Context: an optimization exercise on an open-source flow, tuned for small area, a short achievable clock period and few clock cycles. The choices shown serve that exercise and are no tape-out recipe.
Where RTL was checked, it was by simulation tests only, not by an equivalence proof against the original.
The RTL of runs 2 to 4 was laid out without a check of its function.
Power figures rest on the tool's default switching activity, not on a simulated workload.

$ cat flow/config.mk
export PLATFORM = sky130hd
export DESIGN_NAME = SME
export DESIGN_NICKNAME = SME
export VERILOG_FILES = /design/flow/design.v
export SDC_FILE = /design/flow/constraint.sdc
export NUM_CORES = 4
export LEC_CHECK = 0
export CAP_MARGIN = 20
export CORE_MARGIN = 2
export CORE_UTILIZATION = 60
export CTS_BUF_LIST = sky130_fd_sc_hd__clkbuf_4 sky130_fd_sc_hd__clkbuf_8
export SETUP_SLACK_MARGIN = 3.6
export SLEW_MARGIN = 20
$ cat flow/constraint.sdc
create_clock -name core_clock -period 6.0 [get_ports {clk}]
set_input_delay 1.2000 -clock core_clock [delete_from_list [all_inputs] [get_ports {clk}]]
set_output_delay 1.2000 -clock core_clock [all_outputs]
set_load 0.01 [all_outputs]
$ cat flow/design.v
module SME(clk,reset,chardata,isstring,ispattern,valid,match,match_index);
input clk;
input reset;
input [7:0] chardata;
input isstring;
input ispattern;
output match;
output [4:0] match_index;
output valid;
integer i;
reg [7:0] S [0:31];      
reg [7:0] pst [2:7];     
reg [4:0] off;           
reg [4:0] wp;            
reg       str_ff;        
reg       pat_ff;        
reg [3:0] jcnt;          
reg       rep;           
reg       rend;          
reg       valid_r;
reg       caret;         
reg       stopped;       
reg [31:0] c;            
reg [4:0] b;             
reg [7:0] rb;            
reg       match_r;
reg [4:0] idx_r;
assign valid = valid_r;
assign match = match_r;
assign match_index = idx_r;
function [6:0] pe8;
    input [7:0] v;
    input [23:0] pl;
    reg [7:0] a;
    reg [5:0] q [0:7];       
    integer n, k;
    begin
        a = v;
        for (k = 0; k < 8; k = k + 1) q[k] = {3'd0, pl[3*k +: 3]};
        for (n = 0; n < 3; n = n + 1) begin
            for (k = 0; k < 8; k = k + 1) begin
                if (k % (2 << n) == 0) begin
                    if (!a[k]) q[k] = q[k + (1 << n)];
                    q[k][3 + n] = ~a[k];
                    a[k] = a[k] | a[k + (1 << n)];
                end
            end
        end
        pe8 = {a[0], q[0]};
    end
endfunction
function [3:0] pe4;
    input [3:0] v;
    input [3:0] pb;
    begin
        pe4[3]   = |v;
        pe4[2:1] = v[0] ? 2'd0 : v[1] ? 2'd1 : v[2] ? 2'd2 : 2'd3;
        pe4[0]   = v[0] ? pb[0] : v[1] ? pb[1] : v[2] ? pb[2] : pb[3];
    end
endfunction
function [4:0] add5;
    input [4:0] a, b;
    reg cy;
    integer n;
    begin
        cy = 1'b0;
        for (n = 0; n < 5; n = n + 1) begin
            add5[n] = cy ? ~(a[n] ^ b[n]) : (a[n] ^ b[n]);
            cy = (a[n] ^ b[n]) ? cy : a[n];
        end
    end
endfunction
function [31:0] thermo;
    input [4:0] a;
    reg le;
    integer n, k;
    begin
        for (k = 0; k < 32; k = k + 1) begin
            le = 1'b1;                       
            for (n = 0; n < 5; n = n + 1)
                le = (a[n] == k[n]) ? le : k[n];
            thermo[k] = le;
        end
    end
endfunction
wire       pv   = ispattern | rep;
reg  [7:0] rnext;                
always @(*) begin
    case (jcnt[2:0])
        3'd1: rnext = pst[2];
        3'd2: rnext = pst[3];
        3'd3: rnext = pst[4];
        3'd4: rnext = pst[5];
        3'd5: rnext = pst[6];
        3'd6: rnext = pst[7];
        default: rnext = 8'h00;
    endcase
end
wire [7:0] src   = rep ? rb : chardata;
wire       first = (jcnt == 4'd0);
wire       isC   = rep ? (rb == 8'h5E) : (chardata == 8'h5E);
wire       zero  = rep ? (rb == 8'h00) : (chardata == 8'h00);
wire       stopc = zero & (~caret | (jcnt != 4'd1));
wire       skip  = first ? isC : (stopped | stopc);
reg [31:0] eq;
always @(*) begin
    for (i = 0; i < 32; i = i + 1) eq[i] = (S[i] == src);
end
wire [31:0] x = (first ? 32'hFFFFFFFF : c) & (eq | {32{skip}});
wire term   = pat_ff & ~ispattern;
wire repgo  = term & caret & (jcnt == 4'd1);
wire endc   = (term & ~repgo) | rend;
wire noterm = ~caret & ~stopped & jcnt[3];
wire [31:0] pr = c & {c[0], c[31:1]};
wire [3:0]  ml = {1'b1, b[1:0] != 2'd3, ~b[1], b[1:0] == 2'd0};   
reg  [7:0]  anyU, anyA;
reg  [23:0] plU, plA;
reg  [3:0]  gu, gm;
always @(*) begin
    for (i = 0; i < 8; i = i + 1) begin
        gu = pe4(c[4*i +: 4], pr[4*i +: 4]);
        gm = pe4(c[4*i +: 4] & ml, pr[4*i +: 4]);
        anyU[i] = gu[3];
        plU[3*i +: 3] = gu[2:0];
        anyA[i] = (i > b[4:2]) ? gu[3] : (i == b[4:2]) ? gm[3] : 1'b0;
        plA[3*i +: 3] = (i == b[4:2]) ? gm[2:0] : gu[2:0];
    end
end
wire [6:0] pa = pe8(anyA, plA);
wire [6:0] pc = pe8(anyU, plU);
wire [4:0] ks  = pa[6] ? {pa[5:3], pa[2:1]} : {pc[5:3], pc[2:1]};   
wire       nxt = pa[6] ? pa[0] : pc[0];
wire found = pc[6] & ~noterm;
reg       end2;          
reg       fnd_r, nxt_r;
reg [4:0] ks_r;
reg  [4:0] nb_r, d_r;
wire [4:0] idx  = add5(ks_r, nb_r);     
wire [4:0] offn = add5(ks_r, d_r);      
wire [4:0] slot = str_ff ? wp : off;
always @(posedge clk or posedge reset) begin
    if (reset) begin
        for (i = 0; i < 32; i = i + 1) S[i] <= 8'h00;
    end else if (isstring) begin
        for (i = 0; i < 32; i = i + 1) if (slot == i) S[i] <= chardata;
    end
end
always @(posedge clk or posedge reset) begin
    if (reset) begin
        for (i = 2; i < 8; i = i + 1) pst[i] <= 8'hFF;
    end else begin
        for (i = 2; i < 8; i = i + 1)
            if ((ispattern | term) && jcnt == i) pst[i] <= ispattern ? chardata : 8'h00;
    end
end
always @(posedge clk or posedge reset) begin
    if (reset) begin
        off <= 5'd0;
        wp <= 5'd0;
        str_ff <= 1'b0;
        pat_ff <= 1'b0;
        jcnt <= 4'd0;
        rep <= 1'b0;
        rend <= 1'b0;
        valid_r <= 1'b0;
        end2 <= 1'b0;
    end else begin
        str_ff <= isstring;
        pat_ff <= ispattern;
        if (end2 & fnd_r) off <= offn;
        wp <= slot + 5'd1;
        if (pv) jcnt <= jcnt + 4'd1;
        else if (repgo) jcnt <= 4'd1;
        else jcnt <= 4'd0;
        rep <= repgo | (rep & (jcnt != 4'd7));
        rend <= rep & (jcnt == 4'd7);
        end2 <= endc;
        valid_r <= end2;
    end
end
always @(posedge clk) begin
    if (pv) begin
        if (first) begin
            caret <= isC;
            stopped <= 1'b0;
        end else if (stopc) stopped <= 1'b1;
    end
    rb <= rep ? rnext : 8'h00;
    fnd_r <= found;
    nxt_r <= nxt;
    ks_r <= ks;
    nb_r <= 5'd2 - b;
    d_r <= off - b + 5'd1;
    match_r <= fnd_r & nxt_r;
    idx_r <= fnd_r ? idx : 5'd1;
end
always @(posedge clk or posedge reset) begin
    if (reset) begin
        c <= 32'd0;
        b <= 5'd0;
    end else if (pv) begin
        c <= {x[30:0], x[31]};
        b <= first ? (isC ? off : off + 5'd1) : b + 5'd1;
    end
end
endmodule
$ cat flow/run.sh
#!/bin/bash
# synth_recipe.tcl (not shown) runs the flow's synth.tcl, then flattens the netlist and writes it again
# the make line also repeats each setting of config.mk as NAME=value (left out here)
make -C /OpenROAD-flow-scripts/flow DESIGN_CONFIG=/design/flow/config.mk WORK_HOME=/design/flow/orfs CLKGATE_MAP_FILE= SYNTH_SCRIPT=/design/flow/synth_recipe.tcl finish
==> results of run 1 <==
-- sequential cells by signal, indices dropped and copies added, names as in the netlist, 8 cells and up --
register / count
rb: 8
c: 32
S: 256
pst: 48
-- cell usage after synthesis (5+ instances only) --
library cell / count
dfxtp_1: 31
buf_2: 26
mux2i_1: 8
o31ai_1: 5
o211ai_1: 7
buf_4: 12
ha_1: 23
mux2_2: 267
xnor2_1: 278
a221oi_1: 6
inv_1: 39
dfstp_2: 48
o22ai_1: 21
a31oi_1: 5
nor2_2: 30
clkbuf_1: 81
nand2b_1: 14
nor2b_1: 25
nor2_1: 36
xor2_1: 8
nor3_1: 9
nand3_1: 12
nand2_1: 119
a222oi_1: 8
a21boi_0: 8
a32o_1: 5
o21ai_0: 111
a21oi_1: 71
dfrtp_1: 313
o21ai_1: 19
and2_1: 14
and3_1: 9
o32ai_1: 7
a22o_1: 18
nor4_1: 74
maj3_1: 6
a211oi_1: 6
-- timing repair --
item / 4_1_cts / 5_1_grt
gates resized for setup: 155 / 64
buffers inserted: 31 / 8
cloned: 3 / 5
pin swaps: 23 / 15
setup endpoints to repair: 326 / 157
hold buffers: 0 / 0
-- worst max-delay path: cells and delay by family (launching register included) --
family	cells	cell delay [ps]
adders and majority gates	1	190
AOI/OAI and AO/OA	4	860
buffers and inverters	2	260
DFF	1	440
and+or+nand+nor	3	590
-- cell type report --
type | count | share of cell area [%]
Clock buffer | 115 | 5.91
Clock inverter | 6 | 0.182
Inverter | 41 | 0.672
Multi-Input combinational cell | 1301 | 45.1
Sequential cell | 394 | 40.8
Tap cell | 448 | 2.33
Timing Repair Buffer | 86 | 4.94
Timing Repair inverter | 1 | 0.0208
-- metrics by stage --
| step | hold slack, ps | std cells | TNS [ps] | cell area, um^2 | utilization [%] |
|---|---|---|---|---|---|
| global route | 415 | 2392 | 0 | 24000 | 71.2 |
| detailed placement | 372 | 2224 | 0 | 21200 | 62.8 |
| finish | 381 | 2392 | 0 | 24000 | 71.2 |
| floorplan | 354 | 1860 | -338 | 21000 | - |
| global placement | 364 | 2224 | 0 | 21200 | 62.8 |
| CTS | 386 | 2379 | 0 | 23600 | 70.1 |
-- cells by family after synthesis --
logic type      count (synthesis)  share of synthesized area [%]
flops                         394                           47.4
fa+ha+maj                      30                           1.78
compound gates                336                           10.3
xor+xnor                      286                           12.1
mux                           282                           15.6
simple gates                  366                           9.38
buf+inv                       166                           3.47
-- worst max path at each step --
stage                    to   startpoint  slack (ps)
detailed placement    c[30]  chardata[1]        1780
floorplan           S[0][0]        reset          -1
CTS                   nxt_r         b[1]        3590
finish                nxt_r         b[1]        3580
global placement      c[23]  chardata[1]        1770
global route        ks_r[0]         b[1]        3500
-- cell usage in the layout (no fill, tap or decap), types with 31 or more instances in the layout --
cell type	instances
a21oi_1	38
dfstp_2	48
inv_1	37
nor2_1	35
mux2_2	267
nand2_1	109
xnor2_1	278
a21oi_2	32
nor4_1	65
dfrtp_1	300
dfxtp_1	31
clkbuf_8	89
o21ai_0	106
-- power by group through the flow --
stage / clock network (mW) / logic, mW / registers [mW]
6_report: 2.61 / 7.18 / 5.06
5_1_grt: 2.77 / 7.75 / 5.20
4_1_cts: 2.65 / 6.84 / 5.00
3_5_place_dp: 0 / 6.16 / 5.04
3_3_place_gp: 0 / 6.07 / 5.00
2_1_floorplan: 0 / 5.16 / 4.54
-- metal layers --
metal / track usage [%] / vias up / wire length [um]
met5: 0 / - / 13
met4: 15.2 / 2 / 2310
met3: 7.80 / 141 / 4080
met2: 51.2 / 546 / 27000
met1: 45.4 / 7615 / 25600
li1: - / 6641 / -
==> impl_metrics.env, run 1 <==
export IMPL_first_iter_violations=1288
export IMPL_synth_nets=1896
export IMPL_synth_seq_area_share_pct=47.4
export IMPL_worst_slew_pin_slew_ps=733
export IMPL_synth_top_flop_cell="dfrtp_1"
export IMPL_max_freq_mhz=413
export IMPL_leakage_nw=9.69
export IMPL_yosys_cell_types_count=84
export IMPL_antenna_left=0
export IMPL_pwr_share_seq_pct=34.1
export IMPL_drc=0
export IMPL_fp_row_count=67
export IMPL_cpPeakStageDelay_ps=440
export IMPL_p_int_mw=8.89
export IMPL_clk_latency_ps=640
export IMPL_peakVddDrop_v=0.000295
export IMPL_multi_input_area_mm2=0.0108
export IMPL_cp_max_fo=8
export IMPL_power_density_mw_per_mm2=618
export IMPL_hold_viol=0
export IMPL_antenna_found_initial=1
export IMPL_rr_startpoint="b[1]"
export IMPL_status="timing/DRC/antenna clean"
export IMPL_routed_via_density=6.25
export IMPL_yosysTopAreaCellShare_pct=38.0
export IMPL_path_clk_slew_ps=60
export IMPL_min_delay_start="end2"
export IMPL_timing_final_ws_setup_ps=3580
export IMPL_die_w_um=189
export IMPL_cts_buffers=68
export IMPL_ys_ff_latch=394
export IMPL_drt_wl_total_um=59000
export IMPL_maxCapViolations=0
export IMPL_critPathLaunchType="flip-flop"
export IMPL_grt_pass1_vias=15400
export IMPL_gp_congestion=0.875
export IMPL_drtPass1Iterations=6
export IMPL_pwr_share_comb_pct=48.3
export IMPL_setup_viol=0
export IMPL_critPathRequiredTime_ps=6530
export IMPL_slew_headroom_pct=50.9
export IMPL_start_util_pct=61.2
export IMPL_place_ws_ps=1780
export IMPL_crit_path_cell_trace="clkinvlp_4 > ha_4 > buf_12 > and2_4 > a2111o_1 > a21oi_4 > nor2b_4 > and3_4 > o21ai_2 > a32oi_1"
export IMPL_power_share_clock_pct=17.6
export IMPL_synth_area_mm2=0.0206
export IMPL_arrival_ps=2950
export IMPL_switching_share_pct=40.1
export IMPL_track_usage_pct=33.4
export IMPL_cts_tree="yes"
export IMPL_synth_top_area_cell="dfrtp_1"
export IMPL_nNetsFinal=1929
export IMPL_synth_edf_count=2
export IMPL_drive_above_1_share_pct=34.7
export IMPL_clock_path_buffers=3
export IMPL_finalCritPeriodShare_pct=40.3
export IMPL_rsz0062_at_grt="yes"
export IMPL_wl_per_cell_um=24.7
export IMPL_grt_ovfl_total=0
export IMPL_yosys_top_cells_area="dfrtp_1 38%, mux2_2 15%, xnor2_1 12%, dfstp_2 6.1%, dfxtp_1 3.0%"
export IMPL_die_y_um=189
export IMPL_cts_max_level=3
export IMPL_endpoint_kind="flip-flop"
export IMPL_dieArea_mm2=0.0359
export IMPL_power_mw=14.8
export IMPL_holdPathStages=0
export IMPL_fin_skew_ps=30.1
export IMPL_ios=19
export IMPL_grt_first_pass_wirelength_um=91300
export IMPL_grt_max_degree=132
export IMPL_rr_endpoint="nxt_r"
export IMPL_antenna_cells=0
export IMPL_vias=14900
export IMPL_coreArea_mm2=0.0337
export IMPL_min_path_type="flip-flop to flip-flop"
export IMPL_async_flop_share_pct=91.6
export IMPL_p_switching_mw=5.96
export IMPL_holdPathEnd="valid_r"
export IMPL_port_buffers=18
export IMPL_syn_to_final_growth_pct=16.4
export IMPL_synthCells=1860
export IMPL_min_period_ps=2420
export IMPL_crit_slowest_cell="dfrtp_4"
export IMPL_critical_path_class="flip-flop to flip-flop"
export IMPL_regArea_mm2=0.00980
export IMPL_r2r_slack_ps=3580
export IMPL_r2r_cells=10
export IMPL_hpwl_um=34800
export IMPL_clock_sinks=394
export IMPL_clockRootBuffer="clkbuf_8"
export IMPL_slew_viol_final=0
export IMPL_ys_warn_count=5
export IMPL_syn_area_per_cell_um2=11.1
export IMPL_fillers=2416
Testbench counts, summed over its fixed seeds: cycles 3,383.
==> run 2: changes to the inputs <==
--- a/flow/design.v
+++ b/flow/design.v
@@ -11,3 +11,3 @@
 reg [7:0] S [0:31];      
-reg [7:0] pst [2:7];     
+reg [7:0] pstn [2:7];    
 reg [4:0] off;           
@@ -89,8 +89,8 @@
     case (jcnt[2:0])
-        3'd1: rnext = pst[2];
-        3'd2: rnext = pst[3];
-        3'd3: rnext = pst[4];
-        3'd4: rnext = pst[5];
-        3'd5: rnext = pst[6];
-        3'd6: rnext = pst[7];
+        3'd1: rnext = ~pstn[2];
+        3'd2: rnext = ~pstn[3];
+        3'd3: rnext = ~pstn[4];
+        3'd4: rnext = ~pstn[5];
+        3'd5: rnext = ~pstn[6];
+        3'd6: rnext = ~pstn[7];
         default: rnext = 8'h00;
@@ -136,4 +136,4 @@
 reg [4:0] ks_r;
-reg  [4:0] nb_r, d_r;
-wire [4:0] idx  = add5(ks_r, nb_r);     
+reg  [4:0] d_r;
+wire [4:0] idx  = add5(ks_r, 5'd2 - b);  
 wire [4:0] offn = add5(ks_r, d_r);      
@@ -149,6 +149,6 @@
     if (reset) begin
-        for (i = 2; i < 8; i = i + 1) pst[i] <= 8'hFF;
+        for (i = 2; i < 8; i = i + 1) pstn[i] <= 8'h00;
     end else begin
         for (i = 2; i < 8; i = i + 1)
-            if ((ispattern | term) && jcnt == i) pst[i] <= ispattern ? chardata : 8'h00;
+            if ((ispattern | term) && jcnt == i) pstn[i] <= ispattern ? ~chardata : 8'hFF;
     end
@@ -191,3 +191,2 @@
     ks_r <= ks;
-    nb_r <= 5'd2 - b;
     d_r <= off - b + 5'd1;
--- a/flow/config.mk
+++ b/flow/config.mk
@@ -10,3 +10,5 @@
 export CORE_UTILIZATION = 60
-export CTS_BUF_LIST = sky130_fd_sc_hd__clkbuf_4 sky130_fd_sc_hd__clkbuf_8
+export CTS_BUF_LIST = sky130_fd_sc_hd__clkbuf_8 sky130_fd_sc_hd__clkbuf_16
+export CTS_CLUSTER_DIAMETER = 60
+export CTS_CLUSTER_SIZE = 20
 export SETUP_SLACK_MARGIN = 3.6
==> run 2 against run 1 <==
  * Via count fell by 1.3%
  * Design area decreased by 0.98%
  * Register-to-register slack got worse by 40 ps
  * Fmax decreased by 1.5%
  * Cell count shrank 1.0%
  * Area after synthesis is 0.86% lower
  * Setup slack worse by 37 ps
  * Largest cell class unchanged
  * Hold slack better by 9.0 ps
  * Clock power down 9.2%
  * Still clean on timing, DRC and antenna
  * Sequential power is 4% lower
  * Critical path depth up 1
  * First-iteration DRC count decreased by 7.1%
  * Critical path type unchanged
==> impl_metrics.env, run 2 <==
export IMPL_antenna_left=0
export IMPL_ys_warn_count=5
export IMPL_synth_edf_count=2
export IMPL_hold_viol=0
export IMPL_grt_max_degree=133
export IMPL_grt_pass1_vias=14900
export IMPL_cts_buffers=34
export IMPL_coreArea_mm2=0.0335
export IMPL_min_delay_start="end2"
export IMPL_yosys_cell_types_count=81
export IMPL_drc=0
export IMPL_dp_cells=2247
export IMPL_fin_setup_tns_ps=0
export IMPL_start_util_pct=61.0
export IMPL_leakage_nw=9.69
export IMPL_timing_final_ws_setup_ps=3540
export IMPL_yosysTopAreaCellShare_pct=44.2
export IMPL_synth_top_area_cell="dfrtp_1"
export IMPL_setup_viol=0
export IMPL_drtPass1Iterations=5
export IMPL_die_y_um=189
export IMPL_clock_path_buffers=3
export IMPL_syn_area_per_cell_um2=10.9
export IMPL_port_buffers=18
export IMPL_ys_ff_latch=389
export IMPL_yosys_top_cells_area="dfrtp_1 44%, mux2_2 14%, xnor2_1 12%, o21ai_0 2.6%, dfxtp_1 2.5%"
export IMPL_synth_nets=1908
export IMPL_synth_most_common_cell="dfrtp_1"
export IMPL_fin_util_pct=70.9
export IMPL_drive_above_1_share_pct=29.4
export IMPL_vias=14800
export IMPL_track_usage_pct=31.7
export IMPL_fillers=2410
export IMPL_cts_tree="yes"
export IMPL_critPathLaunchType="flip-flop"
export IMPL_drt_wl_total_um=57000
export IMPL_fin_cells=2368
export IMPL_slew_viol_final=0
export IMPL_async_flop_share_pct=92.8
export IMPL_grt_first_pass_wirelength_um=87300
export IMPL_synth_area_mm2=0.0205
export IMPL_dieArea_mm2=0.0356
export IMPL_grt_ovfl_total=0
export IMPL_status="timing/DRC/antenna clean"
export IMPL_antenna_cells=0
export IMPL_top_regs="S (256), pstn (48), c (32)"
export IMPL_synthCells=1872
export IMPL_first_iter_violations=1196
export IMPL_critical_path_class="flip-flop to flip-flop"
export IMPL_min_path_type="flip-flop to flip-flop"
export IMPL_synthTopCellsByCount="361 x dfrtp_1, 274 x xnor2_1, 260 x mux2_2"
export IMPL_clk_latency_ps=560
export IMPL_final_common_cell="dfrtp_1"
export IMPL_maxCapViolations=0
export IMPL_cp_startpoint="b[1]"
export IMPL_rr_startpoint="b[1]"
export IMPL_wl_per_cell_um=24.1
export IMPL_finalCritPeriodShare_pct=41.0
export IMPL_layout_common_cells="350 x dfrtp_1, 274 x xnor2_1, 258 x mux2_2, 101 x nand2_1, 95 x o21ai_0"
export IMPL_fin_skew_ps=30.2
export IMPL_endpoint_kind="flip-flop"
export IMPL_clockRootBuffer="clkbuf_16"
export IMPL_cp_max_fo=8
export IMPL_critPathRequiredTime_ps=6390
export IMPL_hpwl_um=33800
export IMPL_max_freq_mhz=407
export IMPL_arrival_ps=2850
export IMPL_fp_row_count=67
export IMPL_synth_seq_area_share_pct=47.0
export IMPL_power_density_mw_per_mm2=610
export IMPL_synth_top_flop_cell="dfrtp_1"
export IMPL_peakVddDrop_v=0.000386
export IMPL_top_register="S"
export IMPL_min_period_ps=2460
export IMPL_largest_reg_flops=256
export IMPL_path_clk_slew_ps=60
export IMPL_place_ws_ps=2000
export IMPL_cts_max_level=2
export IMPL_slew_headroom_pct=48.3
export IMPL_die_w_um=189
export IMPL_multi_input_area_mm2=0.0109
export IMPL_clock_sinks=389
export IMPL_regArea_mm2=0.00963
export IMPL_nNetsFinal=1931
export IMPL_gp_congestion=0.907
export IMPL_routed_via_density=6.23
export IMPL_worst_slew_pin_slew_ps=776
export IMPL_ios=19
export IMPL_rsz0062_at_grt="yes"
export IMPL_antenna_found_initial=0
export IMPL_syn_to_final_growth_pct=16.2
-- run 2: cell types whose count changed after synthesis, moves of 10 or more --
cell      before  now
a21oi_1       71   92
clkbuf_1      81   65
dfstp_2       48    0
dfrtp_1      313  361
mux2i_1        8   18
nor2_1        36   73
a22o_1        18    1
-- run 2: final timing paths --
check / slack (ps) / end / cells past startpoint
min in group asynchronous: 1140 / S[24][5] / 3
worst min-delay path: 390 / valid_r / 0
worst min register to register: 390 / valid_r / 0
max in group asynchronous: 3850 / S[9][1] / 4
worst max register to register: 3540 / ks_r[1] / 11
worst max-delay path: 3540 / ks_r[1] / 11
-- run 2: cell families after synthesis --
logic type | count (synthesis) | synth area share [%]
AND/OR/NAND/NOR | 396 | 9.89
flip-flops | 389 | 47.0
AO/OA/AOI/OAI | 333 | 9.98
XOR/XNOR | 286 | 12.2
multiplexers | 284 | 15.8
buffers and inverters | 155 | 3.37
adder cells (fa/ha/maj) | 29 | 1.75
-- run 2: per-layer routing --
layer | wire length [um] | global-route usage, % | share of wire, %
met5 | 0 | 0 | 0
met1 | 24800 | 43.5 | 43
met4 | 1720 | 10.4 | 3.0
met3 | 3570 | 5.61 | 6.3
met2 | 26900 | 51.4 | 47
-- run 2: per-stage QoR --
step / area [um^2] / total power, mW / hold WS (ps)
after floorplan: 20700 / 9.43 / 354
after global placement: 21000 / 10.8 / 360
after detailed placement: 21000 / 10.9 / 367
after CTS: 23200 / 14.0 / 397
after global routing: 23800 / 15.3 / 405
final: 23800 / 14.5 / 390
-- run 2: critical path, stage by stage (launching register included) --
cell and delay [ps]:
dfrtp_1 400, buf_12 140, ha_2 180, buf_8 150, nand2b_4 140, a41o_1 280
a211o_1 330, buf_4 160, o21ai_0 100, nand3_1 130, a31oi_1 220, a211oi_1 80
-- run 2: report_power, final --
part           switching, mW  internal [mW]  leakage [nW]
clock                   1.03           1.34         0.604
combinational           3.69           3.56          4.28
sequential              1.11           3.77          4.81
-- run 2: layout make-up --
cell class	instances	share of cell area [%]
Timing Repair Buffer	102	5.76
Multi-Input combinational cell	1328	45.7
Inverter	40	0.668
Clock inverter	20	0.942
Sequential cell	389	40.5
Tap cell	448	2.36
Clock buffer	41	4.08
-- run 2: what timing repair did --
action                                  CTS  global route
endpoints found under the setup margin  355           417
gates cloned                              0             6
buffers inserted                         40            14
hold buffers                              0             0
resized for setup                       162            63
pin swaps                                24            10
==> run 3: changes to the inputs <==
--- a/flow/config.mk
+++ b/flow/config.mk
@@ -7,2 +7,3 @@
 export LEC_CHECK = 0
+export ABC_AREA = 1
 export CAP_MARGIN = 20
==> run 3 against run 2 <==
  * Still clean
  * Register-to-register slack better by 150 ps
  * Fmax increased by 3.9%
  * Sequential share of layout area up 0.23 points
  * Sequential power is 3% lower
  * Combinational power rose by 2%
  * Setup slack better by 92 ps
  * Core utilization is 2.2 points lower
  * Via count up 23%
  * Die area increased by 1.8%
  * Area after synthesis rose by 1.8%
  * Critical path type is now flip-flop to primary output
==> impl_metrics.env, run 3 <==
export IMPL_min_period_ps=2360
export IMPL_largest_reg_flops=256
export IMPL_antenna_cells=0
export IMPL_hold_buffers=0
export IMPL_leakage_nw=11.4
export IMPL_cts_tree="yes"
export IMPL_clock_path_buffers=3
export IMPL_vias=18200
export IMPL_min_delay_start="end2"
export IMPL_crit_family="flip-flops"
export IMPL_path_buf_inv=1
export IMPL_yosys_cell_types_count=50
export IMPL_yosysTopAreaCellShare_pct=43.4
export IMPL_gr_usage_met3_pct=5.72
export IMPL_fin_skew_ps=28.4
export IMPL_antenna_left=0
export IMPL_rr_endpoint="S[31][0]"
export IMPL_synthCells=2654
export IMPL_power_mw=14.3
export IMPL_clk_latency_ps=610
export IMPL_synth_nets=2690
export IMPL_syn_to_final_growth_pct=13.4
export IMPL_coreArea_mm2=0.0344
export IMPL_layout_common_cells="825 x nand2_1, 358 x dfrtp_1, 245 x o21ai_1, 142 x nor2_1, 128 x inv_1"
export IMPL_synth_seq_area_share_pct=46.2
export IMPL_maxCapViolations=0
export IMPL_cpPeakStageDelay_ps=300
export IMPL_synth_most_common_cell="nand2_1"
export IMPL_worst_slew_pin_slew_ps=965
export IMPL_syn_area_per_cell_um2=7.85
export IMPL_holdPathEnd="valid_r"
export IMPL_peakVddDrop_v=0.000408
export IMPL_fp_row_count=68
export IMPL_arrival_ps=1160
export IMPL_p_int_mw=7.77
export IMPL_synthTopCellsByCount="859 x nand2_1, 361 x dfrtp_1, 243 x o21ai_1"
export IMPL_grt_pass1_vias=16900
export IMPL_drive_above_1_share_pct=11.3
export IMPL_wl_per_cell_um=20.2
export IMPL_crit_path_cell_trace="dlygate4sd2_1"
export IMPL_critical_path_class="flip-flop to primary output"
export IMPL_crit_slowest_cell="dfxtp_1"
export IMPL_critPathRequiredTime_ps=4800
export IMPL_grt_first_pass_wirelength_um=98300
export IMPL_drtPass1Iterations=6
export IMPL_clockRootBuffer="clkbuf_16"
export IMPL_die_y_um=190
export IMPL_cts_max_level=1
export IMPL_gr_max_usage_layer="met2"
export IMPL_use_met2_pct=55.2
export IMPL_r2r_slack_ps=3690
export IMPL_hpwl_um=38300
export IMPL_power_share_clock_pct=15.0
export IMPL_clock_sinks=389
export IMPL_max_freq_mhz=423
export IMPL_routed_via_density=5.76
export IMPL_synth_top_area_cell="dfrtp_1"
export IMPL_switching_share_pct=45.6
export IMPL_track_usage_pct=35.3
export IMPL_synth_top_flop_cell="dfrtp_1"
export IMPL_antenna_found_initial=0
export IMPL_hold_viol=0
export IMPL_r2r_cells=8
export IMPL_synth_edf_count=2
export IMPL_drt_wl_total_um=63800
export IMPL_endpoint_kind="primary output"
export IMPL_critPathLaunchType="flip-flop"
export IMPL_rr_startpoint="off[0]"
export IMPL_ys_warn_count=5
export IMPL_yosys_top_cells_area="dfrtp_1 43%, nand2_1 15%, o21ai_1 5.8%, xnor2_1 4.6%, xor2_1 4.2%"
export IMPL_rsz0062_at_grt="yes"
export IMPL_ios=19
export IMPL_place_ws_ps=1930
export IMPL_slew_viol_final=0
export IMPL_nNetsFinal=2710
export IMPL_grt_ovfl_total=0
export IMPL_status="timing/DRC/antenna clean"
export IMPL_start_util_pct=60.6
export IMPL_finalCritPeriodShare_pct=39.4
export IMPL_drc=0
export IMPL_fin_cells=3154
export IMPL_setup_viol=0
export IMPL_slew_headroom_pct=35.3
export IMPL_holdPathStages=0
export IMPL_timing_final_ws_setup_ps=3640
export IMPL_final_common_cell="nand2_1"
export IMPL_ys_ff_latch=389
export IMPL_port_buffers=18
export IMPL_power_density_mw_per_mm2=605
export IMPL_first_iter_violations=1719
export IMPL_path_clk_slew_ps=80
export IMPL_top_regs="S (256), pstn (48), c (32)"
export IMPL_dieArea_mm2=0.0362
export IMPL_use_met1_pct=50.2
export IMPL_cp_max_fo=1
export IMPL_synth_area_mm2=0.0208
export IMPL_pwr_share_comb_pct=51.9
export IMPL_min_path_type="flip-flop to flip-flop"
export IMPL_p_switching_mw=6.52
export IMPL_cts_buffers=31
export IMPL_gp_congestion=0.976
export IMPL_die_w_um=190
export IMPL_async_flop_share_pct=92.8
export IMPL_top_register="S"
export IMPL_grt_max_degree=132
export IMPL_dp_cells=3023
export IMPL_pwr_share_seq_pct=33.1
run 3: worst max-delay path by stage:
stage / startpoint / endpoint / slack (ps) / depth (start not counted)
2_1_floorplan: reset / S[0][0] / -40 / 1
3_3_place_gp: chardata[5] / c[6] / 1970 / 13
3_5_place_dp: chardata[5] / c[11] / 1930 / 13
4_1_cts: chardata[6] / c[10] / 3600 / 13
5_1_grt: str_ff / S[31][2] / 3480 / 9
6_report: idx_r[4] / match_index[4] / 3640 / 1
run 3: cell families after synthesis:
| logic type | synth area share (%) |
|---|---|
| AOI/OAI and AO/OA | 11.9 |
| xor gates and xnor gates | 8.79 |
| adders and majority gates | 1.48 |
| buffers and inverters | 6.06 |
| and+or+nand+nor | 25.6 |
| DFF | 46.2 |
run 3: final cells by class:
type                            count  area, um^2
Fill cell                        2868       10800
Multi-Input combinational cell   1993       10400
Sequential cell                   389        9620
Timing Repair Buffer              100        1280
Clock buffer                       32         790
Inverter                          157         632
Tap cell                          455         569
Clock inverter                     26         254
Timing Repair inverter              2        13.8
run 3: power groups by stage:
stage          logic, mW  clock network (mW)  registers, mW
2_1_floorplan       5.10                   0           4.42
3_3_place_gp        6.20                   0           4.70
3_5_place_dp        6.32                   0           4.74
4_1_cts             7.11                2.16           4.70
5_1_grt             8.20                2.26           4.86
6_report            7.41                2.15           4.73
run 3: metal layers:
metal	vias to the layer above	wire length (um)
li1	8626	-
met1	8658	27300
met2	722	29000
met3	146	4960
met4	0	2550
met5	-	0
run 3: through the flow:
step | utilization, % | hold slack (ps) | cell area [um^2] | TNS, ps
2_1_floorplan | - | 354 | 20800 | -14540
3_3_place_gp | 61.4 | 372 | 21100 | 0
3_5_place_dp | 61.4 | 378 | 21100 | 0
4_1_cts | 67.7 | 388 | 23300 | 0
5_1_grt | 68.7 | 400 | 23600 | 0
6_report | 68.7 | 393 | 23600 | 0
run 3: what timing repair did:
action                     CTS  global route
setup endpoints to repair  471           289
gates resized for setup    125            61
gates cloned                16             4
pin swaps                   18            11
buffers inserted            36            17
==> run 4: changes to the inputs <==
--- a/flow/config.mk
+++ b/flow/config.mk
@@ -7,3 +7,2 @@
 export LEC_CHECK = 0
-export ABC_AREA = 1
 export CAP_MARGIN = 20
@@ -14,3 +13,3 @@
 export CTS_CLUSTER_SIZE = 20
-export SETUP_SLACK_MARGIN = 3.6
+export SETUP_SLACK_MARGIN = 3.5
 export SLEW_MARGIN = 20
==> run 4 against run 3 <==
  * Still clean on timing, DRC and antenna
  * Synthesized cell count is 29% lower
  * Critical path depth grew 4
  * Sequential power grew 4%
  * Flip-flop and latch count unchanged
==> impl_metrics.env, run 4 <==
export IMPL_first_iter_violations=1300
export IMPL_syn_to_final_growth_pct=13.0
export IMPL_clockRootBuffer="clkbuf_16"
export IMPL_synthCells=1872
export IMPL_ys_ff_latch=389
export IMPL_critical_path_class="flip-flop to flip-flop"
export IMPL_gp_congestion=0.901
export IMPL_path_clk_slew_ps=90
export IMPL_clk_latency_ps=600
export IMPL_yosys_top_cells_area="dfrtp_1 44%, mux2_2 14%, xnor2_1 12%, o21ai_0 2.6%, dfxtp_1 2.5%"
export IMPL_drtPass1Iterations=5
export IMPL_final_common_cell="dfrtp_1"
export IMPL_fin_util_pct=69.0
export IMPL_critPathLaunchType="flip-flop"
export IMPL_synth_top_flop_cell="dfrtp_1"
export IMPL_die_w_um=189
export IMPL_peakVddDrop_v=0.000326
export IMPL_cts_buffers=31
export IMPL_place_ws_ps=1690
export IMPL_drive_above_1_share_pct=27.7
export IMPL_cp_max_fo=11
export IMPL_maxCapViolations=0
export IMPL_drt_wl_total_um=57400
export IMPL_arrival_ps=3050
export IMPL_synth_seq_area_share_pct=47.0
export IMPL_nNetsFinal=1906
export IMPL_fin_area_mm2=0.0231
export IMPL_ios=19
export IMPL_dp_cells=2250
export IMPL_synth_nets=1908
export IMPL_coreArea_mm2=0.0335
export IMPL_min_path_type="flip-flop to flip-flop"
export IMPL_cts_max_level=1
export IMPL_endpoint_kind="flip-flop"
export IMPL_top_register="S"
export IMPL_worst_slew_pin_slew_ps=854
export IMPL_min_period_ps=2600
export IMPL_wl_per_cell_um=24.5
export IMPL_fin_cells=2342
export IMPL_synth_edf_count=2
export IMPL_grt_first_pass_wirelength_um=89000
export IMPL_rsz0062_at_grt="yes"
export IMPL_yosysTopAreaCellShare_pct=44.2
export IMPL_grt_ovfl_total=0
export IMPL_track_usage_pct=32.4
export IMPL_finalCritPeriodShare_pct=43.4
export IMPL_status="timing/DRC/antenna clean"
export IMPL_dieArea_mm2=0.0356
export IMPL_fp_row_count=67
export IMPL_slew_headroom_pct=42.7
export IMPL_grt_max_degree=147
export IMPL_timing_final_ws_setup_ps=3400
export IMPL_largest_reg_flops=256
export IMPL_synth_most_common_cell="dfrtp_1"
export IMPL_start_util_pct=61.0
export IMPL_setup_viol=0
export IMPL_port_buffers=18
export IMPL_leakage_nw=9.36
export IMPL_critPathRequiredTime_ps=6450
export IMPL_synthTopCellsByCount="361 x dfrtp_1, 274 x xnor2_1, 260 x mux2_2"
export IMPL_syn_area_per_cell_um2=10.9
export IMPL_cts_tree="yes"
export IMPL_holdWs_ps=375
export IMPL_async_flop_share_pct=92.8
export IMPL_antenna_found_initial=0
export IMPL_hold_viol=0
export IMPL_routed_via_density=6.25
export IMPL_grt_pass1_vias=14800
export IMPL_path_buf_inv=0
export IMPL_max_freq_mhz=384
export IMPL_vias=14600
export IMPL_yosys_cell_types_count=81
export IMPL_hpwl_um=35800
export IMPL_synth_top_area_cell="dfrtp_1"
export IMPL_cpPeakStageDelay_ps=720
export IMPL_layout_common_cells="348 x dfrtp_1, 274 x xnor2_1, 260 x mux2_2, 103 x o21ai_0, 102 x nand2_1"
export IMPL_crit_path_cell_trace="or4_1 > nor2_1 > nand2_1 > nor3_1 > a21oi_1"
export IMPL_fin_setup_tns_ps=0
export IMPL_ys_warn_count=5
export IMPL_power_mw=13.8
export IMPL_synth_area_mm2=0.0205
export IMPL_fin_skew_ps=18.6
export IMPL_crit_slowest_cell="or4_1"
export IMPL_drc=0
export IMPL_die_y_um=189
export IMPL_clock_path_buffers=3
export IMPL_place_area_mm2=0.0210
export IMPL_antenna_left=0
export IMPL_top_regs="S (256), pstn (48), c (32)"
export IMPL_slew_viol_final=0
export IMPL_antenna_cells=0
export IMPL_power_density_mw_per_mm2=595
export IMPL_clock_sinks=389
export IMPL_crit_family="simple AND/OR/NAND/NOR gates"
run 4: worst paths after layout:
| kind | from | end | slack, ps | cells after the start |
|---|---|---|---|---|
| worst max-delay path | c[5] | fnd_r | 3400 | 5 |
| worst min-delay path | end2 | valid_r | 380 | 0 |
| worst max register to register | c[5] | fnd_r | 3400 | 5 |
| worst min register to register | end2 | valid_r | 380 | 0 |
| max in group asynchronous | reset | str_ff | 3720 | 3 |
| min in group asynchronous | reset | S[24][4] | 1200 | 2 |
run 4: final cells by class:
cell class | instances | area [um^2]
multi-input cells | 1329 | 10700
fillers | 2580 | 10400
flip-flops and latches | 389 | 9640
repair buffers | 78 | 1010
clock buffers | 32 | 790
well taps | 448 | 561
clock inverters | 25 | 244
inverters | 40 | 160
repair inverters | 1 | 5.00
run 4: metal layers:
layer  vias up  track usage (%)  wire (um)
met5         -                0          0
met4         0             9.92       1820
met3       117             3.78       3510
met2       522             52.2      26700
met1      7442             46.2      25300
li1       6563                -          -
run 4: kinds of logic after synthesis:
| logic type | share of synthesized area, % |
|---|---|
| DFF | 47.0 |
| muxes | 15.8 |
| adders and majority gates | 1.75 |
| buffers and inverters | 3.37 |
| AOI/OAI and AO/OA | 9.98 |
| xor gates and xnor gates | 12.2 |
| and+or+nand+nor | 9.89 |
run 4: worst reg2reg max path: cells and delay by family (launching register included):
family | cells | cell delay, ps
AND/OR/NAND/NOR | 4 | 1800
flip-flops | 1 | 550
AO/OA/AOI/OAI | 1 | 100
run 4: power by group:
part | switching, mW | internal [mW]
Combinational | 3.49 | 3.25
Sequential | 1.14 | 3.77
Clock | 1.09 | 1.01
Total | 5.73 | 8.03
run 4: timing repair:
item / CTS / global route
buffers inserted: 23 / 7
cloned: 2 / 3
hold buffers: 0 / 0
resized for setup: 125 / 44
hold endpoints to repair: 0 / 0
pin swaps: 16 / 10
endpoints found under the setup margin: 326 / 429
==> run 5: changes to the inputs <==
--- a/flow/design.v
+++ b/flow/design.v
@@ -134,3 +134,3 @@
 reg       end2;          
-reg       fnd_r, nxt_r;
+reg       nxt_r;
 reg [4:0] ks_r;
@@ -169,3 +169,3 @@
         pat_ff <= ispattern;
-        if (end2 & fnd_r) off <= offn;
+        if (end2) off <= offn;
         wp <= slot + 5'd1;
@@ -176,4 +176,4 @@
         rend <= rep & (jcnt == 4'd7);
-        end2 <= endc;
-        valid_r <= end2;
+        end2 <= endc & found;
+        valid_r <= (endc & ~found) | end2;    
     end
@@ -188,3 +188,2 @@
     rb <= rep ? rnext : 8'h00;
-    fnd_r <= found;
     nxt_r <= nxt;
@@ -192,4 +191,4 @@
     d_r <= off - b + 5'd1;
-    match_r <= fnd_r & nxt_r;
-    idx_r <= fnd_r ? idx : 5'd1;
+    match_r <= end2 & nxt_r;
+    idx_r <= end2 ? idx : 5'd1;
 end
--- a/flow/config.mk
+++ b/flow/config.mk
@@ -13,3 +13,3 @@
 export CTS_CLUSTER_SIZE = 20
-export SETUP_SLACK_MARGIN = 3.5
+export SETUP_SLACK_MARGIN = 3.6
 export SLEW_MARGIN = 20
==> run 5 against run 4 <==
  * Die area down 0.41%
  * Design area up 4.6%
  * Flip-flop and latch count down 1
  * Register-to-register slack better by 30 ps
  * Critical endpoint is now ks_r[0]
  * First-iteration DRC count up 3.2%
  * Via count up 3.2%
  * Clock power up 14%
  * Area after synthesis down 0.42%
  * Clock-buffer cell count up 6
  * Highest routed layer is now met5
  * Largest power group unchanged
  * Core utilization up 3.3 points
  * Power up 11%
  * Non-clock buffer count up 46
==> impl_metrics.env, run 5 <==
export IMPL_clockRootBuffer="clkbuf_16"
export IMPL_p_switching_mw=6.26
export IMPL_layout_common_cells="340 x dfrtp_1, 280 x xnor2_1, 261 x mux2_2, 97 x nor2_1, 72 x a21oi_1"
export IMPL_synth_nets=1922
export IMPL_cp_max_fo=4
export IMPL_power_mw=15.3
export IMPL_hold_viol=0
export IMPL_top_regs="S (256), pstn (48), c (32)"
export IMPL_fp_row_count=67
export IMPL_rsz0062_at_grt="yes"
export IMPL_leakage_nw=9.80
export IMPL_grt_max_degree=147
export IMPL_setup_viol=0
export IMPL_status="timing/DRC/antenna clean"
export IMPL_top_register="S"
export IMPL_syn_to_final_growth_pct=18.7
export IMPL_fin_cells=2393
export IMPL_peakVddDrop_v=0.000357
export IMPL_place_area_mm2=0.0211
export IMPL_critPathLaunchType="flip-flop"
export IMPL_synthTopCellsByCount="361 x dfrtp_1, 280 x xnor2_1, 261 x mux2_2"
export IMPL_async_flop_share_pct=93.0
export IMPL_yosysTopAreaCellShare_pct=44.3
export IMPL_synth_seq_area_share_pct=47.1
export IMPL_clock_sinks=388
export IMPL_routed_via_density=6.32
export IMPL_antenna_found_initial=1
export IMPL_clk_latency_ps=550
export IMPL_fin_area_mm2=0.0242
export IMPL_synth_area_mm2=0.0204
export IMPL_critPathRequiredTime_ps=6420
export IMPL_cts_buffers=34
export IMPL_pwr_share_comb_pct=51.6
export IMPL_drc=0
export IMPL_critical_path_class="flip-flop to flip-flop"
export IMPL_nNetsFinal=1956
export IMPL_grt_pass1_vias=15300
export IMPL_die_y_um=188
export IMPL_finalCritPeriodShare_pct=42.9
export IMPL_endpoint_kind="flip-flop"
export IMPL_power_density_mw_per_mm2=632
export IMPL_power_share_clock_pct=15.7
export IMPL_drt_wl_total_um=59400
export IMPL_port_buffers=18
export IMPL_synth_top_area_cell="dfrtp_1"
export IMPL_min_period_ps=2580
export IMPL_synth_edf_count=2
export IMPL_drive_above_1_share_pct=32.0
export IMPL_dieArea_mm2=0.0354
export IMPL_grt_first_pass_wirelength_um=90400
export IMPL_timing_final_ws_setup_ps=3420
export IMPL_fin_setup_tns_ps=0
export IMPL_grt_ovfl_total=0
export IMPL_final_common_cell="dfrtp_1"
export IMPL_holdWs_ps=435
export IMPL_syn_area_per_cell_um2=10.8
export IMPL_cp_startpoint="b[0]"
export IMPL_yosys_cell_types_count=81
export IMPL_pwr_share_seq_pct=32.7
export IMPL_slew_headroom_pct=44.5
export IMPL_ys_warn_count=5
export IMPL_p_int_mw=9.02
export IMPL_fin_util_pct=72.3
export IMPL_gp_congestion=0.899
export IMPL_path_clk_slew_ps=70
export IMPL_min_delay_start="nxt_r"
export IMPL_min_path_type="flip-flop to flip-flop"
export IMPL_yosys_top_cells_area="dfrtp_1 44%, mux2_2 14%, xnor2_1 12%, a21oi_1 2.6%, dfxtp_1 2.5%"
export IMPL_synthCells=1886
export IMPL_fin_skew_ps=27.8
export IMPL_cts_max_level=2
export IMPL_die_w_um=188
export IMPL_slew_viol_final=0
export IMPL_start_util_pct=60.9
export IMPL_largest_reg_flops=256
export IMPL_ys_ff_latch=388
export IMPL_antenna_left=0
export IMPL_max_freq_mhz=388
export IMPL_drtPass1Iterations=5
export IMPL_wl_per_cell_um=24.8
export IMPL_rr_startpoint="b[0]"
export IMPL_ios=19
export IMPL_clock_path_buffers=3
export IMPL_arrival_ps=2990
export IMPL_track_usage_pct=33.2
export IMPL_switching_share_pct=41.0
export IMPL_hpwl_um=33300
export IMPL_first_iter_violations=1341
export IMPL_dp_cells=2249
export IMPL_worst_slew_pin_slew_ps=832
export IMPL_coreArea_mm2=0.0334
export IMPL_r2r_cells=11
export IMPL_fillers=2369
export IMPL_vias=15100
export IMPL_hold_buffers=0
export IMPL_synth_most_common_cell="dfrtp_1"
export IMPL_cts_tree="yes"
export IMPL_place_ws_ps=2260
export IMPL_synth_top_flop_cell="dfrtp_1"
export IMPL_maxCapViolations=0
export IMPL_holdPathStages=1
## run 5: power by group through the flow
stage | clock network, mW | registers (mW) | logic [mW]
after floorplan | 0 | 4.46 | 5.44
after global placement | 0 | 4.93 | 6.33
after detailed placement | 0 | 4.99 | 6.45
after CTS | 2.42 | 4.95 | 7.38
after global routing | 2.53 | 5.13 | 8.46
final | 2.39 | 5.00 | 7.89
## run 5: final cells by class
cell class,instances,area [um^2],area share [%]
Tap cell,448,561,2.32
Sequential cell,388,9620,39.8
Antenna cell,1,2.50,0.0103
Inverter,44,180,0.745
Clock buffer,38,917,3.79
Timing Repair Buffer,124,1580,6.52
Multi-Input combinational cell,1328,11000,45.6
Clock inverter,22,283,1.17
## run 5: repair_timing
action / 4_1_cts / 5_1_grt
buffers inserted: 49 / 23
setup endpoints to repair: 364 / 176
pin swaps: 31 / 18
gates resized for setup: 168 / 63
gates cloned: 8 / 3
## run 5: path summary, 6_finish.rpt
kind | slack [ps] | to
setup / recovery | 3420 | ks_r[0]
hold / removal | 430 | match_r
setup reg to reg | 3420 | ks_r[0]
hold reg to reg | 430 | match_r
max in group asynchronous | 4050 | c[3]
min in group asynchronous | 1210 | S[16][2]
## run 5: critical path: stages, from the launching register on
cell and delay [ps]:
dfrtp_2 450, buf_4 160, ha_4 190, buf_4 160
nand2b_1 150, and4_1 260, o221a_2 280, nand4_1 110
buf_4 150, nor3_4 50, and4bb_1 210, a211o_1 310
## run 5: per-layer routing
| layer | track usage (%) | part of all wire [%] | vias to the layer above |
|---|---|---|---|
| met5 | 0 | 0.022 | - |
| met4 | 11.3 | 3.5 | 2 |
| met3 | 4.64 | 6.4 | 142 |
| met1 | 46.6 | 44 | 7715 |
| li1 | - | - | 6715 |
| met2 | 53.3 | 47 | 540 |
## run 5: cells by family after synthesis
| logic type | synth area share, % |
|---|---|
| DFF | 47.1 |
| muxes | 15.6 |
| adders and majority gates | 1.76 |
| xor gates and xnor gates | 12.3 |
| AOI/OAI and AO/OA | 10.1 |
| buffers and inverters | 3.30 |
| and+or+nand+nor | 9.88 |
Testbench counts of run 5, summed over its fixed seeds: cycles 3,283.
==> run 6: changes to the inputs <==
--- a/flow/config.mk
+++ b/flow/config.mk
@@ -7,2 +7,3 @@
 export LEC_CHECK = 0
+export ABC_AREA = 1
 export CAP_MARGIN = 20
==> run 6 against run 5 <==
  * Synthesized cell count grew 42%
  * Design area fell by 2.2%
  * Area after synthesis rose by 3.0%
  * Hold slack got worse by 23 ps
  * Global-route usage is 2.0 points higher
  * Flip-flop and latch count unchanged
  * Critical path depth fell by 4
  * Via count is 19% higher
  * Register-to-register slack improved by 250 ps
  * Power down 6.0%
  * First-iteration DRC count increased by 17%
  * Setup slack improved by 150 ps
==> impl_metrics.env, run 6 <==
export IMPL_hold_viol=0
export IMPL_ys_ff_latch=388
export IMPL_synth_seq_area_share_pct=45.7
export IMPL_worst_slew_pin_slew_ps=884
export IMPL_critPathLaunchType="input port"
export IMPL_layout_common_cells="826 x nand2_1, 356 x dfrtp_1, 313 x o21ai_0, 152 x nor2_1, 147 x inv_1"
export IMPL_synth_area_mm2=0.0210
export IMPL_synth_top_family_by_area="simple AND/OR/NAND/NOR gates"
export IMPL_clock_sinks=388
export IMPL_critPathRequiredTime_ps=6480
export IMPL_r2r_cells=9
export IMPL_cp_max_fo=16
export IMPL_grt_max_degree=144
export IMPL_yosys_top_cells_area="dfrtp_1 43%, nand2_1 15%, o21ai_0 7.5%, xnor2_1 4.9%, xor2_1 3.9%"
export IMPL_power_density_mw_per_mm2=608
export IMPL_yosys_area_share_xor_xnor_pct=8.77
export IMPL_slew_headroom_pct=41.1
export IMPL_drive_above_1_share_pct=12.1
export IMPL_clockRootBuffer="clkbuf_16"
export IMPL_finalCritPeriodShare_pct=40.4
export IMPL_synth_simple_area_share_pct=26.1
export IMPL_gp_congestion=0.917
export IMPL_track_usage_pct=35.2
export IMPL_yosysTopAreaCellShare_pct=43.1
export IMPL_fin_cells=3184
export IMPL_grt_pass1_vias=17000
export IMPL_die_w_um=191
export IMPL_path_clk_slew_ps=80
export IMPL_min_period_ps=2420
export IMPL_antenna_left=0
export IMPL_cts_buffers=31
export IMPL_start_util_pct=60.9
export IMPL_routed_via_density=5.65
export IMPL_yosys_area_share_adder_pct=1.47
export IMPL_clk_latency_ps=610
export IMPL_synth_top_flop_cell="dfrtp_1"
export IMPL_yosys_cell_types_count=44
export IMPL_ios=19
export IMPL_holdPathStages=2
export IMPL_syn_to_final_growth_pct=12.7
export IMPL_nNetsFinal=2740
export IMPL_synth_most_common_cell="nand2_1"
export IMPL_muxShareOfSynthArea_pct=0
export IMPL_leakage_nw=11.6
export IMPL_maxCapViolations=0
export IMPL_clock_path_buffers=3
export IMPL_ys_warn_count=5
export IMPL_endpoint_kind="flip-flop"
export IMPL_slew_viol_final=0
export IMPL_min_path_type="flip-flop to flip-flop"
export IMPL_coreArea_mm2=0.0345
export IMPL_peakVddDrop_v=0.000367
export IMPL_synthTopCellsByCount="856 x nand2_1, 361 x dfrtp_1, 316 x o21ai_0"
export IMPL_vias=18000
export IMPL_max_freq_mhz=413
export IMPL_setup_viol=0
export IMPL_synth_compound_area_share_pct=11.8
export IMPL_critical_path_class="input port to flip-flop"
export IMPL_async_flop_share_pct=93.0
export IMPL_syn_area_per_cell_um2=7.84
export IMPL_dp_cells=3045
export IMPL_cts_tree="yes"
export IMPL_fp_row_count=68
export IMPL_wl_per_cell_um=19.7
export IMPL_synth_top_area_cell="dfrtp_1"
export IMPL_cts_max_level=1
export IMPL_first_iter_violations=1569
export IMPL_synth_edf_count=2
export IMPL_top_register="S"
export IMPL_drt_wl_total_um=62900
export IMPL_fin_util_pct=68.6
export IMPL_largest_reg_flops=256
export IMPL_fin_skew_ps=18.4
export IMPL_synthCells=2674
export IMPL_hpwl_um=38600
export IMPL_drc=0
export IMPL_status="timing/DRC/antenna clean"
export IMPL_grt_ovfl_total=0
export IMPL_rsz0062_at_grt="yes"
export IMPL_drtPass1Iterations=5
export IMPL_dieArea_mm2=0.0365
export IMPL_grt_first_pass_wirelength_um=98000
export IMPL_antenna_found_initial=1
export IMPL_die_y_um=191
export IMPL_top_regs="S (256), pstn (48), c (32)"
export IMPL_synth_nets=2710
export IMPL_final_common_cell="nand2_1"
export IMPL_hold_buffers=0
export IMPL_port_buffers=18
export IMPL_arrival_ps=2900
run 6: changes by cell type after synthesis, sizes merged, moves of 48 or more:
cell	delta
mux2	-261
inv	+122
o21ai	+262
nand3	+109
nand2	+805
xor2	+87
or2	+59
nor2	+48
xnor2	-163
nor4	-77
run 6: worst max-delay path, stage by stage:
cell and delay, ps:
clkdlybuf4s50_1 590, inv_1 150, nor2_4 300, buf_4 190
nand2_2 200, nand2_1 150, o21ai_0 100
run 6: layer usage:
layer	up-vias	GRT usage, %	wire length (um)
met5	-	0	0
met4	0	12.2	2500
met3	123	5.69	4230
met2	613	56.0	28800
met1	8618	49.1	27300
li1	8641	-	-
run 6: layout make-up:
class,count,area [um^2]
fillers,2913,10800
repair inverters,2,15.0
clock buffers,31,776
flip-flops and latches,388,9600
inverters,165,662
diodes,1,2.50
multi-input cells,2009,10600
clock inverters,26,367
repair buffers,107,1100
well taps,455,569
run 6: final timing paths:
| kind | start | end | slack (ps) |
|---|---|---|---|
| max in group asynchronous | reset | str_ff | 3820 |
| min | nxt_r | match_r | 410 |
| max | isstring | S[29][2] | 3580 |
| min reg2reg | nxt_r | match_r | 410 |
| max reg2reg | rep | c[7] | 3670 |
| min in group asynchronous | reset | off[4] | 970 |
run 6: kinds of logic (layout without fill, tap and decap cells):
logic type                 count (synthesis)  count (layout)
adders and majority gates                 24              24
other                                      0               1
and+or+nand+nor                         1294            1303
DFF                                      388             388
buffers and inverters                    286             331
AOI/OAI and AO/OA                        472             472
xor gates and xnor gates                 210             210
run 6: metrics by stage:
stage / TNS, ps / cell area [um^2] / hold WS (ps) / worst slack (ps) / power (mW)
final: 0 / 23600 / 411 / 3580 / 14.4
after global placement: 0 / 21200 / 405 / 1940 / 10.9
after detailed placement: 0 / 21200 / 402 / 1920 / 11.1
after global routing: 0 / 23600 / 434 / 3500 / 15.4
after CTS: 0 / 23300 / 411 / 3420 / 14.0
after floorplan: -14540 / 21000 / 386 / -40.3 / 9.50
run 6: what timing repair did:
| item | CTS | global route |
|---|---|---|
| cloned | 11 | 3 |
| setup buffers | 47 | 20 |
| endpoints found under the setup margin | 339 | 194 |
| pin swaps | 17 | 14 |
| resized for setup | 93 | 57 |
run 6: report_power, final:
| group | switching (mW) | internal, mW | total [mW] |
|---|---|---|---|
| clock network | 1.08 | 1.24 | 2.32 |
| registers | 0.980 | 3.75 | 4.73 |
| logic | 4.49 | 2.84 | 7.32 |
| total | 6.54 | 7.83 | 14.4 |
==> run 7: changes to the inputs <==
--- a/flow/config.mk
+++ b/flow/config.mk
@@ -14,3 +14,3 @@
 export CTS_CLUSTER_SIZE = 20
-export SETUP_SLACK_MARGIN = 3.6
+export SETUP_SLACK_MARGIN = 4.0
 export SLEW_MARGIN = 20
==> run 7 against run 6 <==
  * Routed wire length increased by 15%
  * Critical path type unchanged
  * Largest power group unchanged
  * Design area rose by 12%
  * Still clean on timing, DRC and antenna
  * Die area unchanged
==> impl_metrics.env, run 7 <==
export IMPL_status="timing/DRC/antenna clean"
export IMPL_crit_slowest_cell="o21ai_0"
export IMPL_routed_via_density=5.93
export IMPL_setup_viol=0
export IMPL_synth_seq_area_share_pct=45.7
export IMPL_switching_share_pct=46.5
export IMPL_holdWs_ps=418
export IMPL_maxCapViolations=0
export IMPL_endpoint_kind="flip-flop"
export IMPL_multi_input_area_mm2=0.0120
export IMPL_place_ws_ps=1930
export IMPL_yosys_cell_types_count=44
export IMPL_grt_ovfl_total=0
export IMPL_fin_cells=3276
export IMPL_pwr_share_seq_pct=28.7
export IMPL_die_y_um=191
export IMPL_synth_top_area_cell="dfrtp_1"
export IMPL_dieArea_mm2=0.0365
export IMPL_rr_endpoint="S[23][5]"
export IMPL_holdPathEnd="match_r"
export IMPL_clockRootBuffer="clkbuf_16"
export IMPL_rsz0062_at_grt="yes"
export IMPL_fin_skew_ps=50.1
export IMPL_gp_congestion=0.927
export IMPL_synth_top_flop_cell="dfrtp_1"
export IMPL_drtPass1Iterations=6
export IMPL_vias=19400
export IMPL_rr_startpoint="str_ff"
export IMPL_regArea_mm2=0.00961
export IMPL_die_w_um=191
export IMPL_worst_slew_pin_slew_ps=618
export IMPL_async_flop_share_pct=93.0
export IMPL_antenna_found_initial=0
export IMPL_power_mw=16.6
export IMPL_first_iter_violations=1909
export IMPL_crit_path_cell_trace="buf_4 > clkinvlp_4 > nor2_4 > buf_4 > buf_4 > nand2_8 > o21ai_0"
export IMPL_slew_headroom_pct=58.8
export IMPL_top_regs="S (256), pstn (48), c (32)"
export IMPL_slew_viol_final=0
export IMPL_holdPathStages=2
export IMPL_yosysTopAreaCellShare_pct=43.1
export IMPL_synth_area_mm2=0.0210
export IMPL_hpwl_um=39300
export IMPL_drt_wl_total_um=72500
export IMPL_min_period_ps=2360
export IMPL_layout_common_cells="725 x nand2_1, 350 x dfrtp_1, 184 x o21ai_0, 156 x o21ai_1, 140 x inv_1"
export IMPL_syn_area_per_cell_um2=7.84
export IMPL_cpPeakStageDelay_ps=500
export IMPL_drive_above_1_share_pct=23.4
export IMPL_p_switching_mw=7.70
export IMPL_syn_to_final_growth_pct=26.2
export IMPL_synth_edf_count=2
export IMPL_dp_cells=3047
export IMPL_largest_reg_flops=256
export IMPL_hold_viol=0
export IMPL_min_delay_start="nxt_r"
export IMPL_fp_row_count=68
export IMPL_r2r_cells=9
export IMPL_wl_per_cell_um=22.1
export IMPL_hold_buffers=0
export IMPL_yosys_top_cells_area="dfrtp_1 43%, nand2_1 15%, o21ai_0 7.5%, xnor2_1 4.9%, xor2_1 3.9%"
export IMPL_antenna_left=0
export IMPL_synth_nets=2710
export IMPL_arrival_ps=2760
export IMPL_cp_max_fo=16
export IMPL_timing_final_ws_setup_ps=3640
export IMPL_start_util_pct=60.9
export IMPL_drc=0
export IMPL_r2r_slack_ps=3760
export IMPL_path_common_cell="buf_4"
export IMPL_coreArea_mm2=0.0345
export IMPL_ios=19
export IMPL_synthTopCellsByCount="856 x nand2_1, 361 x dfrtp_1, 316 x o21ai_0"
export IMPL_finalCritPeriodShare_pct=39.3
export IMPL_synthCells=2674
export IMPL_grt_max_degree=64
export IMPL_synth_most_common_cell="nand2_1"
export IMPL_cts_max_level=2
export IMPL_critical_path_class="input port to flip-flop"
export IMPL_critPathRequiredTime_ps=6400
export IMPL_max_freq_mhz=425
export IMPL_power_share_clock_pct=14.1
export IMPL_clock_sinks=388
export IMPL_track_usage_pct=38.1
export IMPL_min_path_type="flip-flop to flip-flop"
export IMPL_peakVddDrop_v=0.000431
export IMPL_leakage_nw=12.5
export IMPL_cts_buffers=34
export IMPL_ys_warn_count=5
export IMPL_critPathLaunchType="input port"
export IMPL_path_clk_slew_ps=80
export IMPL_clk_latency_ps=570
export IMPL_grt_first_pass_wirelength_um=106000
export IMPL_pwr_share_comb_pct=57.2
export IMPL_cts_tree="yes"
export IMPL_final_common_cell="nand2_1"
export IMPL_grt_pass1_vias=18200
export IMPL_clock_path_buffers=3
export IMPL_port_buffers=18
export IMPL_fillers=2452
export IMPL_p_int_mw=8.86
export IMPL_top_register="S"
export IMPL_nNetsFinal=2832
export IMPL_ys_ff_latch=388
export IMPL_power_density_mw_per_mm2=626
==> run 7: cell counts after synthesis <==
Identical to the previous run, type by type.
==> run 7: worst max path at each step <==
stage,startpoint,end,slack (ps),depth (start not counted)
5_1_grt,isstring,S[23][5],3670,7
4_1_cts,valid_r,valid,3760,1
2_1_floorplan,reset,S[0][0],-40,1
3_5_place_dp,chardata[0],c[1],1930,12
3_3_place_gp,chardata[0],c[29],1930,12
6_report,isstring,S[23][5],3640,7
==> run 7: repair_timing <==
action	CTS	global route
setup endpoints to repair	697	529
resized for setup	353	247
cloned	25	7
pin swaps	98	130
setup buffers	90	46
==> run 7: area by class of cell <==
cell class | count | share of cell area, %
flip-flops and latches | 388 | 36.3
clock buffers | 36 | 3.36
multi-input cells | 2013 | 45.4
clock inverters | 24 | 0.969
inverters | 165 | 2.81
diodes | 1 | 0.00945
well taps | 455 | 2.15
repair inverters | 7 | 0.236
repair buffers | 187 | 8.78
==> run 7: worst max-delay path: cells and delay by family <==
| family | cells | cell delay, ps |
|---|---|---|
| buf+inv | 4 | 790 |
| compound gates | 1 | 500 |
| simple gates | 2 | 250 |
==> run 7: logic make-up (layout without fill, tap and decap cells) <==
| logic type | after synthesis | count (layout) | share of synthesized area [%] |
|---|---|---|---|
| AND/OR/NAND/NOR | 1294 | 1306 | 26.1 |
| AO/OA/AOI/OAI | 472 | 473 | 11.8 |
| buffers and inverters | 286 | 419 | 6.16 |
| other | 0 | 1 | 0 |
| adder cells (fa/ha/maj) | 24 | 24 | 1.47 |
| XOR/XNOR | 210 | 210 | 8.77 |
| flip-flops | 388 | 388 | 45.7 |
==> run 7: layer usage <==
metal,up-vias,share of wire [%],GRT usage [%]
li1,8871,-,-
met1,9277,40,51.7
met2,971,45,59.3
met3,309,9.0,6.30
met4,0,6.8,19.2
met5,-,0,0
==> run 7: through the flow <==
step | utilization, % | cell area (um^2) | setup TNS, ps
final | 76.8 | 26500 | 0
after global routing | 76.8 | 26500 | 0
after CTS | 72.6 | 25000 | 0
after detailed placement | 62.7 | 21600 | 0
after global placement | 62.7 | 21600 | 0
after floorplan | - | 21600 | -14540
==> run 7: power by group through the flow <==
stage,clock network (mW),logic [mW],registers (mW)
floorplan,0,5.29,4.42
finish,2.34,9.47,4.75
CTS,2.34,8.21,4.70
global placement,0,6.37,4.69
detailed placement,0,6.50,4.72
global route,2.43,10.2,4.87
==> run 8: changes to the inputs <==
--- a/flow/config.mk
+++ b/flow/config.mk
@@ -14,3 +14,3 @@
 export CTS_CLUSTER_SIZE = 20
-export SETUP_SLACK_MARGIN = 4.0
+export SETUP_SLACK_MARGIN = 3.8
 export SLEW_MARGIN = 20
==> run 8 against run 7 <==
  * Flip-flop and latch count stayed put
  * Core utilization is 6.5 points lower
  * Synthesized cell count stayed put
  * Clock skew is 30 ps lower
  * Die area stayed put
  * Critical path depth is 6 lower
  * Register-to-register slack better by 40 ps
  * Fmax is 1.5% higher
  * Power is 12% lower
  * Via count is 6.4% lower
  * Combinational power is 17% lower
  * Setup slack better by 35 ps
==> impl_metrics.env, run 8 <==
export IMPL_cts_buffers=29
export IMPL_synth_edf_count=2
export IMPL_slew_viol_final=0
export IMPL_first_iter_violations=1587
export IMPL_coreArea_mm2=0.0345
export IMPL_grt_ovfl_total=0
export IMPL_fin_setup_tns_ps=0
export IMPL_worst_slew_pin_slew_ps=596
export IMPL_maxCapViolations=0
export IMPL_gp_congestion=0.904
export IMPL_leakage_nw=11.8
export IMPL_setup_viol=0
export IMPL_port_buffers=18
export IMPL_drc=0
export IMPL_syn_area_per_cell_um2=7.84
export IMPL_critical_path_class="flip-flop to primary output"
export IMPL_cts_max_level=1
export IMPL_fillers=2869
export IMPL_critPathRequiredTime_ps=4800
export IMPL_crit_path_cell_trace="buf_6"
export IMPL_fin_area_mm2=0.0242
export IMPL_top_register="S"
export IMPL_die_y_um=191
export IMPL_max_freq_mhz=431
export IMPL_start_util_pct=60.9
export IMPL_yosysTopAreaCellShare_pct=43.1
export IMPL_clock_sinks=388
export IMPL_grt_max_degree=89
export IMPL_async_flop_share_pct=93.0
export IMPL_ys_ff_latch=388
export IMPL_cpPeakStageDelay_ps=380
export IMPL_layout_common_cells="792 x nand2_1, 355 x dfrtp_1, 311 x o21ai_0, 147 x inv_1, 142 x nor2_1"
export IMPL_timing_final_ws_setup_ps=3680
export IMPL_power_mw=14.6
export IMPL_synth_top_area_cell="dfrtp_1"
export IMPL_multi_input_area_mm2=0.0108
export IMPL_antenna_left=0
export IMPL_die_w_um=191
export IMPL_crit_slowest_cell="dfrtp_1"
export IMPL_wl_per_cell_um=20.0
export IMPL_antenna_found_initial=0
export IMPL_path_buf_inv=1
export IMPL_cts_tree="yes"
export IMPL_endpoint_kind="primary output"
export IMPL_peakVddDrop_v=0.000359
export IMPL_synth_most_common_cell="nand2_1"
export IMPL_yosys_area_share_adder_pct=1.47
export IMPL_antenna_cells=0
export IMPL_yosys_area_share_xor_xnor_pct=8.77
export IMPL_finalCritPeriodShare_pct=38.7
export IMPL_ys_warn_count=5
export IMPL_clock_path_buffers=3
export IMPL_min_path_type="flip-flop to flip-flop"
export IMPL_fin_cells=3205
export IMPL_track_usage_pct=35.4
export IMPL_largest_reg_flops=256
export IMPL_routed_via_density=5.67
export IMPL_synth_nets=2710
export IMPL_final_common_cell="nand2_1"
export IMPL_arrival_ps=1120
export IMPL_yosys_cell_types_count=44
export IMPL_hold_viol=0
export IMPL_status="timing/DRC/antenna clean"
export IMPL_regArea_mm2=0.00961
export IMPL_dieArea_mm2=0.0365
export IMPL_hpwl_um=37500
export IMPL_syn_to_final_growth_pct=15.5
export IMPL_synthCells=2674
export IMPL_dp_cells=3045
export IMPL_place_area_mm2=0.0213
export IMPL_synth_area_mm2=0.0210
-- run 8: cell counts after synthesis --
Identical to the previous run, type by type.
-- run 8: final cells by class --
type / count / share of cell area (%)
inverters: 165 / 2.89
clock inverters: 24 / 0.858
multi-input cells: 2008 / 44.8
well taps: 455 / 2.35
clock buffers: 30 / 3.05
flip-flops and latches: 388 / 39.7
repair buffers: 130 / 6.26
repair inverters: 5 / 0.160
-- run 8: repair_timing --
item	4_1_cts	5_1_grt
cloned	18	2
gates resized for setup	186	115
pin swaps	34	40
setup endpoints to repair	695	341
buffers inserted	56	30
-- run 8: tightest hold or removal path, delay by kind of cell (launching register included) --
| family | cells | cell delay (ps) |
|---|---|---|
| simple gates | 1 | 50 |
| flops | 1 | 300 |
| buf+inv | 1 | 30 |
-- run 8: worst paths after layout --
path	startpoint	endpoint	slack [ps]	cells after the start
min in group asynchronous	reset	b[3]	1090	2
max in group asynchronous	reset	pstn[7][3]	3970	3
max	valid_r	valid	3680	1
max reg2reg	rep	c[31]	3800	12
min reg2reg	nxt_r	match_r	420	2
min	nxt_r	match_r	420	2
-- run 8: where the power goes --
part	internal, mW	switching, mW
Combinational	3.19	4.67
Sequential	3.75	0.942
Clock	0.943	1.06
-- run 8: logic make-up after synthesis --
family | after synthesis
compound gates | 472
buf+inv | 286
fa+ha+maj | 24
flops | 388
simple gates | 1294
xor+xnor | 210
-- run 8: per-layer routing --
layer | share of wire [%] | wire, um | GRT usage, % | vias to the layer above
met1 | 43 | 27300 | 49.0 | 8687
met2 | 46 | 29500 | 56.5 | 639
met4 | 4.4 | 2830 | 13.6 | 0
met3 | 6.8 | 4340 | 5.09 | 165
li1 | - | - | - | 8693
met5 | 0 | 0 | 0 | -
-- run 8: per-stage QoR --
stage / hold WS (ps) / utilization (%)
6_report: 422 / 70.3
5_1_grt: 452 / 70.3
4_1_cts: 426 / 68.4
3_5_place_dp: 423 / 61.7
3_3_place_gp: 424 / 61.7
2_1_floorplan: 386 / -

Check on run 8: ideal ports give 3.679 ns setup slack; a clkbuf_16 on the clock port and buf_2 on the inputs give 3.623 ns; moving port delays by the midpoint clock arrival (0.663 ns) as well gives 3.073 ns.
